This design comes from an exercise in tuning for small area, a short achievable clock period and few clock cycles per item on the open sky130 flow, not from production work.
Function was checked by simulation only, so behaviour that the tests miss may differ from the original.

Setup of job 9380:
## multiplierIEEE754_verilog
module multiplierIEEE754_verilog(
    op1,
    op2,
    in_rdy,
    res,
    res_rdy,
    clk,
    rst
    );
    input  wire [31:0] op1, op2;
    input  wire clk, in_rdy, rst;
    output reg  [31:0] res;
    output reg  res_rdy;
    wire [7:0]  e1 = op1[30:23];
    wire [7:0]  e2 = op2[30:23];
    wire [22:0] f1 = op1[22:0];
    wire [22:0] f2 = op2[22:0];
    wire        s1 = op1[31];
    wire        s2 = op2[31];
    wire        s  = s1 ^ s2;
    wire e1_max = &e1, e2_max = &e2;
    wire e1_0 = ~|e1, e2_0 = ~|e2;
    wire f1_0 = ~|f1, f2_0 = ~|f2;
    wire nan1 = e1_max & ~f1_0;
    wire nan2 = e2_max & ~f2_0;
    wire inf1 = e1_max & f1_0;
    wire inf2 = e2_max & f2_0;
    wire zer1 = e1_0 & f1_0;
    wire zer2 = e2_0 & f2_0;
    wire [8:0]  sum   = {1'b0, e1} + {1'b0, e2};
    wire [8:0]  t0    = sum - 9'd127;              
    wire        under = (sum < 9'd127);
    wire        dn    = e1_0 | e2_0;               
    wire        rare  = under | dn;
  ...
For scale: roughly 68 flip-flops, ~100 I/O pins, roughly 0.024 sq mm of cells after synthesis.
==> flow/config.mk <==
export PLATFORM = sky130hd
export DESIGN_NAME = multiplierIEEE754_verilog
export DESIGN_NICKNAME = multiplierIEEE754_verilog
export VERILOG_FILES = /design/flow/design.v
export SDC_FILE = /design/flow/constraint.sdc
export NUM_CORES = 4
export LEC_CHECK = 0
export ABC_AREA = 1
export CAP_MARGIN = 20
export CORE_MARGIN = 2
export CORE_UTILIZATION = 40
export CTS_BUF_LIST = sky130_fd_sc_hd__clkbuf_4 sky130_fd_sc_hd__clkbuf_8
export PLACE_DENSITY = 0.85
export SETUP_SLACK_MARGIN = 2.5
export SLEW_MARGIN = 20
export SYNTH_HIERARCHICAL = 1
==> flow/constraint.sdc <==
create_clock -name core_clock -period 12.0 [get_ports {clk}]
set_input_delay 2.4000 -clock core_clock [delete_from_list [all_inputs] [get_ports {clk}]]
set_output_delay 2.4000 -clock core_clock [all_outputs]
set_load 0.01 [all_outputs]
standard.sh (not shown) runs the stock make flow with config.mk's settings and CLKGATE_MAP_FILE= SYNTH_SCRIPT=/design/flow/synth_recipe.tcl, a recipe that flattens the netlist after the stock synthesis.
==> flow/flow/run.sh <==
#!/bin/bash
# The standard layout (the standard.sh, all of ORFS from synthesis to
# finish), except that the input and output ports are buffered with buf_4
# cells instead of the cell buffer_ports picks by itself.
set -euo pipefail
bash standard.sh "BUFFER_PORTS_ARGS=-buffer_cell sky130_fd_sc_hd__buf_4" finish > standard_flow.log 2>&1
Testbench counts of job 9380, summed over its fixed seeds: cycles 6,488, items 3,200.
Input changes introduced in job 6682 (baseline for comparison: job 9380):
- removing CTS_BUF_LIST (formerly sky130_fd_sc_hd__clkbuf_4 sky130_fd_sc_hd__clkbuf_8)
- changing SETUP_SLACK_MARGIN from 2.5 to 2.75
- removing PLACE_DENSITY (formerly 0.85)
==> summary.txt <==
- Global-route wire length before repair came out higher on job 6682 than on job 9380.
- When the final numbers for job 9380 and job 6682 were put side by side, the routed wire length turned out to be smaller in job 9380.
- Compared with job 9380, via density per instance in job 6682 decreased by a few percent.
- The final setup slack of the worst path reported for job 6682 is greater than that of job 9380 by 0.18 ns.
- Job 6682 closes out successfully: all stages finished, all timing, DRC and antenna checks passed.
- Job 9380 finished every step from synthesis to the final layout, and the layout passed the timing, DRC and antenna checks.
Modified inputs, job 7783 compared to job 6682
- ABC_AREA removed (was 1)
- SETUP_SLACK_MARGIN changed from 2.75 to 2.5
Notes after the runs:
Synthesis-stage register bit count essentially unchanged between job 7783 and job 6682. In job 7783 relative to job 6682, buffer count excluding the clock tree in the final layout had gone up by more than 10%. Startpoint of the worst setup timing path = op1[23]: job 7783; startpoint of the worst setup timing path = op2[13]: job 6682. Delta (job 7783 minus job 6682): transition at the pin with the smallest max-transition slack picked up an extra 0.053 ns; setup slack fell 0.89 ns. Going from job 6682 to job 7783, share of the synthesized area in compound gates (AO/OA/AOI/OAI) shows an increase of 5.5 points, synthesized cell count moved down, via-per-instance ratio up about 10%. Post-CTS setup buffer count up 31 in job 7783 wrt job 6682. Job 7783 ended up with a lower data required time of the worst path than job 6682 did. [diff] global-route wire length before repair, job 7783 relative to job 6682: regression.
> inputs changed (job 7783 -> job 276)
- putting ABC_AREA at 1 where nothing was set
- swapping 2.5 for 1 in SETUP_SLACK_MARGIN
==> summary.txt <==
Of job 276 and job 7783, job 7783 shows the higher final design area excluding fillers, with job 276 below it.
Looking at net count reported at finish across job 276 and job 7783, the one that comes out lower is job 7783.
Job 276 gives more fraction of the mapped netlist area in simple logic gates than job 7783 did.
Between job 276 and job 7783, the combined global-route utilization of all metal layers is lower for job 276.
Going from job 7783 to job 276, the routed wire length was found to have gone down by 13%.
The number of instances in the synthesized netlist in job 7783 is 0.868 times that in job 276.
The number of placed cells counting well taps in job 276 was higher than what job 7783 gave.

---

## JK
multiplierIEEE754_verilog, a different RTL version from the one above (not shown whole).
Size in the first run: about 68 flip-flops, ~0.024 sq mm of cells after synthesis.
clock: 12.0 ns
lec_check: 0
abc_area: 1
cap_margin: 20
core_margin: 2
core_utilization: 40
setup_slack_margin: 1
slew_margin: 20
synth_hierarchical: 1
run.sh (not shown) runs the stock make flow with config.mk's settings and CLKGATE_MAP_FILE= SYNTH_SCRIPT=/design/flow/synth_recipe.tcl, a recipe that flattens the netlist after the stock synthesis.
Stock flow here: none of the scripts above is used.
Testbench counts of JK, summed over its fixed seeds: cycles 6,488, items 3,200.
[inputs] MS vs JK
# JK
export LEC_CHECK = 0
export ABC_AREA = 1
export CAP_MARGIN = 20
export CORE_MARGIN = 2
export CORE_UTILIZATION = 40
export SETUP_SLACK_MARGIN = 1
export SLEW_MARGIN = 20
export SYNTH_HIERARCHICAL = 1
create_clock -name core_clock -period 12.0 [get_ports {clk}]
# MS
export LEC_CHECK = 0
export ABC_AREA = 1
export CAP_MARGIN = 20
export CORE_MARGIN = 2
export CORE_UTILIZATION = 40
export SETUP_SLACK_MARGIN = 1.5
export SLEW_MARGIN = 20
export SYNTH_HIERARCHICAL = 1
create_clock -name core_clock -period 12.0 [get_ports {clk}]
Findings:
- Per the final summary, MS finished and its layout is clean on timing, DRC and antenna.
- Per the comparison of MS with JK, final net count increased about 0.54%; sum of met2 wire segment lengths after detailed routing shows an increase of about 2%.
- MS against JK: ratio of cells with drive above 1 in the final layout rose 3.0 points; number of gates resized after CTS rose 106.
[inputs] AL vs MS
# MS
export LEC_CHECK = 0
export ABC_AREA = 1
export CAP_MARGIN = 20
export CORE_MARGIN = 2
export CORE_UTILIZATION = 40
export SETUP_SLACK_MARGIN = 1.5
export SLEW_MARGIN = 20
export SYNTH_HIERARCHICAL = 1
create_clock -name core_clock -period 12.0 [get_ports {clk}]
# AL
export LEC_CHECK = 0
export ABC_AREA = 1
export CAP_MARGIN = 20
export CORE_MARGIN = 2
export CORE_UTILIZATION = 40
export SETUP_SLACK_MARGIN = 1
export SLEW_MARGIN = 20
export SYNTH_HIERARCHICAL = 1
create_clock -name core_clock -period 12.0 [get_ports {clk}]
==> flow/flow/run.sh (new file) <==
#!/bin/bash
# The standard layout (the standard.sh, all of ORFS from synthesis to
# finish), except that the input and output ports are buffered with buf_4
# cells instead of the cell buffer_ports picks by itself.
set -euo pipefail
bash standard.sh "BUFFER_PORTS_ARGS=-buffer_cell sky130_fd_sc_hd__buf_4" finish > standard_flow.log 2>&1
==> flow/standard.sh (new file) <==
#!/bin/bash
# synth_recipe.tcl (not shown) runs the flow's synth.tcl, then flattens the netlist and writes it again
# the make line also repeats each setting of config.mk as NAME=value (left out here)
make -C /OpenROAD-flow-scripts/flow DESIGN_CONFIG=/design/flow/config.mk WORK_HOME=/design/flow/orfs CLKGATE_MAP_FILE= SYNTH_SCRIPT=/design/flow/synth_recipe.tcl "${@:-finish}"
removed: flow/run.sh
Notes after the runs:
In the tables for MS and AL, maximum frequency reads higher with MS.
AL vs MS — non-clock buffer instance count of the final layout dropped about 40%.
Utilization MS -> AL: down
Summary of the comparison: post-route fraction of the period consumed by the critical path is higher in AL, relative to MS.
Area occupied by multi-input gates ends up lower on AL.

-- afterwards: timing with drivers on the ports --
The results above use ideal ports. As a check the final layouts listed here were re-extracted and re-timed, cells and wires unchanged. Step 1 (the two cells are an assumption about what drives the block):
set clk [get_ports {clk}]
set_driving_cell -lib_cell sky130_fd_sc_hd__clkbuf_16 $clk
set_driving_cell -lib_cell sky130_fd_sc_hd__buf_2 [delete_from_list [all_inputs] $clk]
Step 2 adds t to the input delays and takes it off the output delays; t is the mean of the earliest and latest rising clock arrival at the registers after step 1. Input paths then give back, and output paths get back, about the clock's delay inside the block. a / b / c = no drivers / after step 1 / after step 2; a / b = the first two.
run	t (ns)	setup WS [ns]	slew at the worst register clock pin (ns)
job 9380	0.418	2.709 / 2.692 / 2.274	0.09 / 0.09
job 6682	0.405	2.889 / 2.698 / 2.293	0.09 / 0.09
job 7783	0.374	2.001 / 1.921 / 1.547	0.06 / 0.06
job 276	0.402	1.694 / 1.709 / 1.306	0.07 / 0.07
JK	0.404	1.400 / 1.416 / 1.011	0.07 / 0.07
MS	0.406	1.696 / 1.695 / 1.289	0.07 / 0.07
AL	0.403	1.571 / 1.583 / 1.180	0.07 / 0.07
After both steps setup and hold are still met in every run listed. The setup slack of job 6682, which loses most, moves by -0.191 ns with the drivers and by -0.596 ns with both steps.
